What follows belongs to an exercise in optimizing a design on an open flow for small area, a short achievable clock period and few clock cycles per item; a production flow would make more cautious choices.
The RTL was checked by simulation tests, not by an equivalence proof against the original design.
No activity file was given, so power comes from the tool's default toggle rates.

$ cat flow/design.v
module binary_division #(
    parameter   INTEGER_SIZE = 16,
                FRACT_SIZE = 16
) (
    input   wire                                            clk, rst, start_div,
    input   wire signed[INTEGER_SIZE+FRACT_SIZE-1:0]        dividend, divisor,
    output  reg  signed[INTEGER_SIZE+FRACT_SIZE-1:0]        Q_output,
    output  reg                                             end_div
);
localparam W = INTEGER_SIZE+FRACT_SIZE;        
localparam NBITS = INTEGER_SIZE+2*FRACT_SIZE;  
localparam SK = 8;                             
localparam [2:0] IDLE = 3'd0, ABS = 3'd1, ITER = 3'd2, NEG = 3'd3, DONE = 3'd4;
reg  [2:0]   st;
reg  [5:0]   cnt;       
reg  [W-1:0] R;         
reg  [W-1:0] Q;         
reg  [W-2:0] Mc;        
reg          mneg;      
reg          s;         
reg          nmin;      
reg          sub;       
reg          subn;      
reg          skp;       
wire         neg_en = (st == ABS) ? Q[W-1] : s;
wire [W-1:0] qor;                               
pfor #(.N(W)) u_qor (.x(Q), .y(qor));
wire [W-1:0] Qneg = Q ^ ({qor[W-2:0], 1'b0} & {W{neg_en}});
wire [W-2:0] mcr, mhir, mhi;                    
genvar gi;
generate for (gi = 0; gi < W-1; gi = gi + 1) begin : g_rev
    assign mcr[gi] = Mc[W-2-gi];
    assign mhi[gi] = mhir[W-2-gi];
end endgenerate
pfor #(.N(W-1)) u_mhi (.x(mcr), .y(mhir));
wire [W-1:0] mmask = ~{2'b00, mhi[W-2:1]};      
wire         mzero = ~mhi[0] & ~mneg;           
wire         b    = Q[W-1] & ~cnt[5];           
wire [W-1:0] sum;
wire [W-1:0] opv = {~subn, Mc[W-2:W/2] ^ {(W/2-1){~subn}}, Mc[W/2-1:0] ^ {(W/2){sub}}};
wire         a0   = b;
wire         g0s  = (a0 & ~Mc[0]) | (a0 & ~mneg) | (~Mc[0] & ~mneg);
wire         g0a  = (a0 & Mc[0]) | (a0 & mneg) | (Mc[0] & mneg);
wire         c1   = sub ? g0s : g0a;
wire [W-1:1] sumh;
padd2 #(.N(W-1)) u_add (.a(R[W-2:0]), .b(opv[W-1:1]), .cin(c1), .s(sumh));
assign sum = {sumh, a0 ^ Mc[0] ^ mneg};
wire         last = (cnt == NBITS-1);
wire         qbit = mzero ? ~(nmin & last) : ~sum[W-1];
wire         selS  = skp | (st != ITER);       
wire         stepq = (st == ITER) & ~skp & ~mzero;
wire         q0_other = (st == IDLE) ? dividend[0] : (st != ITER) ? Q[0] :
                        skp ? 1'b0 : ~(nmin & last);
reg  [2*SK-1:0] fed2;                            
integer j;
always @(*)
    for (j = 0; j < 2*SK; j = j + 1)
        fed2[2*SK-1-j] = Q[W-1-j];    
wire [W-1:0] RS   = {R[W-1-SK:0], fed2[2*SK-1:SK]};        
wire [W-1:0] RS2  = {R[W-1-2*SK:0], fed2};                 
wire         ok2  = ~|R[W-1:W-2*SK] & ~|(RS2 & mmask) & (cnt <= NBITS-2*SK);
wire         top0   = dividend[W-1] ? &dividend[W-1:W-1-SK] : ~|dividend[W-1:W-SK];
wire         mbig   = divisor[W-1] ? ~&divisor[W-2:SK] : |divisor[W-2:SK];
wire         ok_in  = (top0 | mbig) & (|divisor);
wire [5:0]   cnt_n = skp ? cnt + SK : cnt + 1'b1;
wire [W-1:0] R_n   = skp ? RS : sum;
wire         fin   = skp ? (cnt == NBITS-SK) : last;
always @(posedge clk or negedge rst) begin
    if (!rst)
        st <= IDLE;
    else case (st)
        IDLE: if (start_div) st <= dividend[W-1] ? ABS : ITER;
        ABS:  st <= ITER;
        ITER: if (fin) st <= s ? NEG : DONE;
        NEG:  st <= DONE;
        default: st <= IDLE;
    endcase
end
always @(posedge clk) begin
    if (st == IDLE) begin
        Mc   <= divisor[W-2:0] ^ {(W-1){divisor[W-1]}};
        mneg <= divisor[W-1];
        s    <= dividend[W-1] ^ divisor[W-1];
        nmin <= (dividend == {1'b1, {(W-1){1'b0}}});
    end
    R   <= (skp | (st != ITER)) ? (RS & {W{st == ITER}}) : sum;
    sub <= selS | ~sum[W-1];
    subn <= (st != ITER) ? 1'b0 : R_n[W-1];
    cnt <= (st != ITER) ? 6'd0 : cnt_n;
    skp <= (st == IDLE) ? ok_in : (st == ITER) ? skp & ok2 : skp;
    Q[W-1:1] <= (st == IDLE) ? dividend[W-1:1] :
                (st != ITER) ? Qneg[W-1:1] :
                skp          ? {Q[W-1-SK:0], {(SK-1){1'b0}}} : Q[W-2:0];
    Q[0]     <= stepq ? ~sum[W-1] : q0_other;
end
always @(*) begin
    Q_output = Q;
    end_div  = (st == DONE);
end
endmodule
module padd2 #(parameter N = 32) (
    input  wire [N-1:0] a, b,
    input  wire         cin,
    output wire [N-1:0] s
);
    reg [N-1:0] G, P, Gn, Pn;
    integer i, l, j;
    wire [N-1:0] p = a ^ b;
    wire [N-1:0] g = a & b;
    always @(*) begin
        G = g; P = p;
        for (l = 0; (1 << l) < N; l = l + 1) begin
            Gn = G; Pn = P;
            for (i = 0; i < N; i = i + 1)
                if ((i >> l) & 1) begin
                    j = ((i >> l) << l) - 1;
                    Gn[i] = G[i] | (P[i] & G[j]); Pn[i] = P[i] & P[j];
                end
            G = Gn; P = Pn;
        end
    end
    wire [N-1:0] c = {G[N-2:0] | (P[N-2:0] & {(N-1){cin}}), cin};
    assign s = p ^ c;
endmodule
module pfor #(parameter N = 32) (
    input  wire [N-1:0] x,
    output reg  [N-1:0] y
);
    reg [N-1:0] t;
    integer i, l;
    always @(*) begin
        y = x;
        for (l = 0; (1 << l) < N; l = l + 1) begin
            t = y;
            for (i = 0; i < N; i = i + 1)
                if ((i >> l) & 1)
                    t[i] = y[i] | y[((i >> l) << l) - 1];
            y = t;
        end
    end
endmodule
$ cat flow/flow/run.sh
#!/bin/bash
# The standard ORFS layout, with one change: the port buffers that
# global placement adds use the smallest buffer cell (buf_1) instead of the
# resizer's default pick. Every port still gets its own buffer.
set -euo pipefail
export BUFFER_PORTS_ARGS="-buffer_cell sky130_fd_sc_hd__buf_1"
bash standard.sh finish > standard_flow.log 2>&1
$ cat flow/standard.sh
#!/bin/bash
# synth_recipe.tcl (not shown) runs the flow's synth.tcl, then flattens the netlist and writes it again
# the make line also repeats each setting of config.mk as NAME=value (left out here)
make -C /OpenROAD-flow-scripts/flow DESIGN_CONFIG=/design/flow/config.mk WORK_HOME=/design/flow/orfs CLKGATE_MAP_FILE= SYNTH_SCRIPT=/design/flow/synth_recipe.tcl "${@:-finish}"
$ cat flow/config.mk
export PLATFORM = sky130hd
export DESIGN_NAME = binary_division
export DESIGN_NICKNAME = binary_division
export VERILOG_FILES = /design/flow/design.v
export SDC_FILE = /design/flow/constraint.sdc
export NUM_CORES = 4
export LEC_CHECK = 0
export CAP_MARGIN = 20
export CORE_MARGIN = 2
export CORE_UTILIZATION = 60
export CTS_BUF_LIST = sky130_fd_sc_hd__clkbuf_4 sky130_fd_sc_hd__clkbuf_8
export PLACE_DENSITY = 0.75
export SETUP_SLACK_MARGIN = 3.2
export SLEW_MARGIN = 20
$ cat flow/constraint.sdc
create_clock -name core_clock -period 6.0 [get_ports {clk}]
set_input_delay 1.2000 -clock core_clock [delete_from_list [all_inputs] [get_ports {clk}]]
set_output_delay 1.2000 -clock core_clock [all_outputs]
set_load 0.01 [all_outputs]
==> run notes, run 1 <==
* Outcome: complete, no violations
* Slew headroom at 47.3%
* Dominant synthesized flop cell: dfxtp_1
* Post-synth cell types at 72
* CTS root buf: clkbuf_8
* Clk latency of the worst-skew pair at approximately 0.40 ns
* Core Rows at 40
* CTS buffer count at 9
* GRT Overall Usage at 31.7%
* Setup TNS at 0 ns
* Unrepaired setup endpoints after global routing: yes
* Post-layout util at ~70%
* Max-Cap Viols at 0
* GR Overflow Total at 0
* Clock Path Buffers at 2
* # setup viols final at 0
* CTS sink cnt at 110
* Detailed-route DRC error count at 0
* Final nets at 1050
* Final wirelength at 21000 um
* Final worst slack at ~3.1 ns
* Global-route wire length before repair at 33000 um
* Clock Pin Slew Worst Setup and Hold Paths at 0.10 ns
* Avg Cell Area, Syn at just under 9 um^2
* Final Hold Fails at 0
* HP Class: flop to flop
* Final min period at about 2.9 ns
* Largest net degree at the start of global routing at 59
* TritonCTS clock tree: yes
* Register Area at 0.00259 mm^2
* Critical Path RT at a little over 6 ns
* Overall die height at 115 um
* DIE WIDTH at 115 um
* Synth async-reset ratio at around 2.7%
* Kind of critical path: flop to flop
* Top-count cell post-synth: nor2_1
* Slew Viols, Final at 0
* Hold buffer count at cts at 0
* Synth area leaders: dfxtp_1, edfxtp_1, xor2_1
* PortBufs at 99
* Layout cell share with drive strength beyond 1 at around 10%
* Syn-to-layout area delta at 13.6%
* Num ports at 100
* Multi-input logic area at 0.00469 mm^2
* Number of synthesized flops with an enable pin at 36
* Routed len/inst at approximately 19 um
* Top cell type's share of synthesized area at about a fifth
* Power per Cell Area at 692 mW/mm^2
* Initial antenna violation count at 0
* Placeable Area at 0.0121 mm^2
* Final Skew at 0.0125 ns
* Crit-path max FO at 7
* First-pass DRT Iterations at 5
* Max VDD drop at 282 uV
* Place WS at 2.51 ns
* Final std cells w/o fill at 1119
* Yosys top cell by area: dfxtp_1
* Routed Antenna Nets at 0
* Fmax at 348 MHz
* Mapped Cells at 848
* GR Layer Usage met2 at 50.3%
* Worst setup EP type: flop
* Actual slew at the worst max-slew pin at a little under 0.8 ns
* Startpoint Class: flop
* Leakage at 0.00326 uW
* Violation count after the first detailed-route iteration at 666
* Yosys reg bits at 110
* GRT met3 Usage at 6.69%
* GR peak layer: met2
* Initial Util at between 60 and 70%
* Most frequent cells after synthesis: nor2_1, a21oi_1, dfxtp_1
* Via count at 6889
* Met1 Resource Use GR at between 40 and 50%
* Post-detail-place hpwl at between 15000 and 20000 um
* Die area at 0.0133 mm^2
* Fillers at 984
* Placed Cells incl. Taps at between 1000 and 1500
* Synth Cell Area at 0.00744 mm^2
* # H-tree levels at 3
* Via density per instance at around 6.2
* Fin crit share at a little under half
* Mapped Nets at 952
* N_diodes at 0
* Vias in the first global route at 6512
* Post-synthesis sequential area ratio at around a third
* Global placement routability congestion at 0.961
* Arrival time at the worst endpoint at 3.01 ns
* Synth warnings at 4
[metal layers]
layer	share of wire, %	vias to the layer above
met5	0	-
met4	1.4	0
met3	7.3	24
met2	47	302
met1	44	3290
li1	-	3273
[cell usage in the layout, fill, tap and decap left out, types with 5 or more instances in the layout]
| cell | n |
|---|---|
| nor2_1 | 99 |
| buf_1 | 98 |
| a21oi_1 | 79 |
| xor2_1 | 68 |
| dfxtp_1 | 67 |
| xnor2_1 | 43 |
| edfxtp_1 | 36 |
| nand2_1 | 34 |
| mux2i_1 | 33 |
| inv_1 | 33 |
| ha_1 | 33 |
| buf_4 | 31 |
| a211oi_1 | 28 |
| nand3_1 | 26 |
| nor4_1 | 25 |
| o21ai_0 | 21 |
| nand4_1 | 15 |
| nor3_1 | 11 |
| clkbuf_8 | 9 |
| o21bai_1 | 8 |
| a31oi_1 | 8 |
| or4_1 | 7 |
| a21o_1 | 6 |
| o211ai_1 | 5 |
| nand4b_1 | 5 |
| nand2b_1 | 5 |
[per-stage QoR]
step           cell area (um^2)  hold WS (ns)  power, uW
4_1_cts                    8230         0.517       5500
3_5_place_dp               7900         0.496       4970
6_report                   8450         0.521       5840
3_3_place_gp               7900         0.478       4820
2_1_floorplan              7480         0.463       4140
5_1_grt                    8450         0.540       6280
[worst max-delay path, stage by stage, from the launching register on]
cell	delay (ns)
dfxtp_4	0.37
buf_12	0.14
xor2_1	0.16
ha_1	0.35
a21oi_1	0.22
o221ai_2	0.14
a41oi_2	0.26
o211a_4	0.23
nor3_4	0.06
o41ai_4	0.37
xnor2_2	0.20
mux2i_1	0.12
[final timing paths]
| check | from | slack (ns) | end | cells after the start |
|---|---|---|---|---|
| setup / recovery | sub | 3.12 | Q[0] | 11 |
| hold / removal | R[21] | 0.52 | R[29] | 2 |
| setup reg to reg | sub | 3.12 | Q[0] | 11 |
| hold reg to reg | R[21] | 0.52 | R[29] | 2 |
| max in group asynchronous | rst | 5.24 | st[2] | 1 |
| min in group asynchronous | rst | 0.59 | st[1] | 1 |
[where the power goes]
part	total (uW)	internal [uW]	switching, uW
combinational	3780	1630	2150
clock	413	157	255
sequential	1650	1160	489
[flip-flops by register name, indices dropped and copies added, names as in the netlist]
signal,flops
s,1
R,32
cnt,6
nmin,1
sub,1
Mc,31
st,3
mneg,1
skp,1
Q,32
subn,1
[logic make-up (layout without fill, tap and decap cells)]
logic type                 Yosys count  count (layout)  share of synthesized area [%]
AOI/OAI and AO/OA                  197             197                           17.1
xor gates and xnor gates           113             113                           13.3
adders and majority gates           37              37                           6.53
buffers and inverters               80             183                           4.14
DFF                                110             110                           34.7
muxes                               36              36                           5.03
and+or+nand+nor                    275             275                           19.3
[cell type report]
type / count / share of cell area, %
inverters: 33 / 1.47
flip-flops and latches: 110 / 30.6
well taps: 168 / 2.49
repair buffers: 134 / 7.98
clock inverters: 5 / 0.311
multi-input cells: 658 / 55.5
clock buffers: 11 / 1.64
[timing repair]
item / 4_1_cts / 5_1_grt
setup endpoints to repair: 68 / 50
buffers inserted: 13 / 16
gates resized for setup: 15 / 21
pin swaps: 9 / 23
Testbench counts, summed over its fixed seeds: cycles 46,113, items 1,600.
==> run 2, diff against run 1 <==
--- a/flow/config.mk
+++ b/flow/config.mk
@@ -10,5 +10,5 @@
 export CORE_UTILIZATION = 60
 export CTS_BUF_LIST = sky130_fd_sc_hd__clkbuf_4 sky130_fd_sc_hd__clkbuf_8
 export PLACE_DENSITY = 0.75
-export SETUP_SLACK_MARGIN = 3.2
+export SETUP_SLACK_MARGIN = 3.0
 export SLEW_MARGIN = 20
==> run 2 against run 1 <==
  * Still clean
  * Die area is the same
  * Sequential share of layout area is 0.75 points higher
  * Final cell count decreased by 1.5%
  * Utilization shrank 1.7 points
  * Sequential power about the same
  * Clock-buffer cell count shrank 1
  * Highest routed layer unchanged
==> run notes, run 2 <==
* Post-synth cell types at approximately 70
* Power per Cell Area at 680 mW/mm^2
* Slew Viols, Final at 0
* Crit path cell chain: xor2_1 > ha_1 > nand4_1 > o221ai_1 > a41oi_2 > o211a_1 > or3_1 > a21boi_2 > mux2i_1 > o311ai_0
* CTS sink cnt at between 100 and 150
* First-pass DRT Iterations at 5
* Number of synthesized flops with an enable pin at 36
* Outcome: complete, no violations
* N_diodes at 0
* Mapped Cells at between 800 and 900
* Final Hold Fails at 0
* Fin crit share at approximately 49%
* Most frequent cells in the layout: nor2_1, buf_1, a21oi_1
* Worst setup EP type: flop
* Vias in the first global route at 6263
* Critical Path RT at around 6.3 ns
* Synth warnings at 4
* Clk pwr share at 8.6%
* Routed met1 length at a little over 9000 um
* Die area at ~0.013 mm^2
* PortBufs at 99
* Via count at 6822
* Sw Share at between 40% and 50%
* Final nets at 1033
* Avg Cell Area, Syn at 8.77 um^2
* Met2 WL at 9620 um
* Placeable Area at 0.0121 mm^2
* Max Used Layer: met4
* CTS buffer count at 9
* Yosys top cell by area: dfxtp_1
* Setup TNS at 0 ns
* Initial Util at between 60% and 70%
* Routed wl met3 at 1680 um
* Comb power frac at 61.9%
* HP Class: flop to flop
* Min-Delay Startpoint: st[2]
* Detailed-route DRC error count at 0
* Clock Pin Slew Worst Setup and Hold Paths at 0.10 ns
* Layout cell share with drive strength beyond 1 at 6.96%
* Mapped Nets at 952
* Synth Cell Area at approximately 0.0074 mm^2
* Post-synthesis sequential area ratio at 34.7%
* Leakage at approximately 0.0031 uW
* Clock Path Buffers at 2
* Largest net degree at the start of global routing at 65
* R2R Path End: R[27]
* Final min period at 2.95 ns
* Arrival time at the worst endpoint at 3.21 ns
* Fmax at 339 MHz
* Post-layout util at roughly 70%
* Syn-to-layout area delta at 10.9%
* Routed Antenna Nets at 0
* Hold buffer count at cts at 0
* Worst reg2reg path depth at 10
* Global placement routability congestion at roughly 0.96
* Overall die height at 115 um
* Post-detail-place hpwl at ~15000 um
* WHS Endpoint: st[2]
* Final Skew at around 0.018 ns
* # H-tree levels at 3
* Synth area leaders: dfxtp_1, edfxtp_1, xor2_1
* NetSw at 2800 uW
* Slowest CP cell: edfxtp_1
* GR Overflow Total at 0
* Max VDD drop at 278 uV
* Biggest regs: Q x32, R x32, Mc x31
* Num ports at 100
* Most common cell after layout, fill and taps aside: nor2_1
* Max-Cap Viols at 0
* Violation count after the first detailed-route iteration at approximately 630
* Dominant synthesized flop cell: dfxtp_1
* Startpoint Class: flop
* Kind of critical path: flop to flop
* Unrepaired setup endpoints after global routing: yes
* Tot Pwr at 5610 uW
* Worst hold path cell count at 1
* Initial antenna violation count at 0
* Core Rows at 40
* Clk latency of the worst-skew pair at 0.41 ns
* Global-route wire length before repair at 32300 um
* TritonCTS clock tree: yes
* Synth async-reset ratio at 2.73%
* DIE WIDTH at 115 um
* Fillers at 1061
* Final wirelength at 20600 um
* Routed len/inst at between 15 and 20 um
* Crit-path max FO at 4
* Critical path's largest stage delay at 0.47 ns
* Via density per instance at 6.19
* Top-count cell post-synth: nor2_1
* Yosys reg bits at 110
* FF-to-FF setup slack at 3.05 ns
* # setup viols final at 0
* Slew headroom at approximately a fifth
* Pint at ~2800 uW
* CTS root buf: clkbuf_8
* Top cell type's share of synthesized area at 19.1%
* Most frequent cells after synthesis: nor2_1, a21oi_1, dfxtp_1
* GRT Overall Usage at 31.1%
* Origin of the critical flop-to-flop path: Mc[5]
* Actual slew at the worst max-slew pin at ~1.2 ns
* Sequential power share at 29.5%
-- run 2: through the flow --
| step | hold WS (ns) | instances | cell area (um^2) | setup slack, ns |
|---|---|---|---|---|
| after detailed placement | 0.490 | 1074 | 7880 | 2.50 |
| final | 0.522 | 1102 | 8250 | 3.05 |
| after CTS | 0.513 | 1093 | 8130 | 3.01 |
| after global placement | 0.478 | 1074 | 7880 | 2.60 |
| after global routing | 0.543 | 1102 | 8250 | 2.89 |
| after floorplan | 0.463 | 848 | 7440 | 3.04 |
-- run 2: cell families (layout without fill, tap and decap cells) --
family / Yosys count / after routing / share of synthesized area (%)
adders and majority gates: 37 / 37 / 6.53
and+or+nand+nor: 275 / 275 / 19.3
DFF: 110 / 110 / 34.7
muxes: 36 / 36 / 5.03
buffers and inverters: 80 / 166 / 4.14
xor gates and xnor gates: 113 / 113 / 13.3
AOI/OAI and AO/OA: 197 / 197 / 17.1
-- run 2: timing repair --
action	in CTS	in global routing
resized for setup	9	8
pin swaps	0	1
endpoints found under the setup margin	21	7
setup buffers	3	9
-- run 2: worst max path at each step --
| stage | to | from | cells past startpoint |
|---|---|---|---|
| final | R[27] | Mc[5] | 10 |
| after global routing | Q[0] | sub | 11 |
| after CTS | Q[0] | Q[31] | 10 |
| after detailed placement | Q[0] | subn | 10 |
| after global placement | Q[0] | sub | 10 |
| after floorplan | Q[0] | subn | 12 |
-- run 2: per-layer routing --
metal | track usage [%] | up-vias
met4 | 7.87 | 0
met1 | 43.8 | 3263
met5 | 0 | -
met3 | 6.01 | 25
li1 | - | 3245
met2 | 49.3 | 289
-- run 2: power by group through the flow --
stage | sequential (uW) | combinational, uW | clock [uW]
4_1_cts | 1640 | 3320 | 493
5_1_grt | 1690 | 3860 | 523
6_report | 1650 | 3470 | 484
2_1_floorplan | 1480 | 2640 | 0
3_5_place_dp | 1660 | 3270 | 0
3_3_place_gp | 1650 | 3160 | 0
-- run 2: area by class of cell --
| class | count | area, um^2 | share of cell area [%] |
|---|---|---|---|
| Sequential cell | 110 | 2590 | 31.4 |
| Clock buffer | 10 | 138 | 1.67 |
| Tap cell | 168 | 210 | 2.55 |
| Inverter | 33 | 124 | 1.50 |
| Clock inverter | 6 | 68.8 | 0.834 |
| Timing Repair Buffer | 117 | 523 | 6.34 |
| Multi-Input combinational cell | 658 | 4600 | 55.7 |
-- run 2: critical path: cells and delay by family, from the launching register on --
kind / cells / cell delay (ns)
XOR/XNOR: 1 / 0.18
AND/OR/NAND/NOR: 2 / 0.54
adder cells (fa/ha/maj): 1 / 0.36
multiplexers: 1 / 0.20
flip-flops: 1 / 0.47
AO/OA/AOI/OAI: 5 / 1.05

## re-timing with driven ports
No port has a modelled driver above. Below, the same layouts with a new extraction and two added sets of constraints. Step 1 sets driving cells, clkbuf_16 on the clock port and buf_2 on the other inputs (assumed; they add their load-dependent delay and slew). Step 2 moves the port delays by t, midway between the first and last clock arrival at a register: inputs arrive t later, outputs are due t later. That takes back most of the time a late clock gives input paths. a / b / c = ideal ports / drivers / drivers and shift; a / b = the first two.
run | t, ns | setup slack, ns | worst hold slack (ns) | worst setup path after step 2 | pins driven straight from the clock port
run 1 | 0.433 | 3.124 / 3.124 / 2.981 | 0.521 / 0.521 / 0.521 | input to register | 1
run 2 | 0.438 | 3.048 / 3.048 / 2.915 | 0.522 / 0.522 / 0.522 | input to register | 1
After both steps setup and hold are still met in every run listed. The setup slack of run 1, which loses most, moves by 0.000 ns with the drivers and by -0.143 ns with both steps.
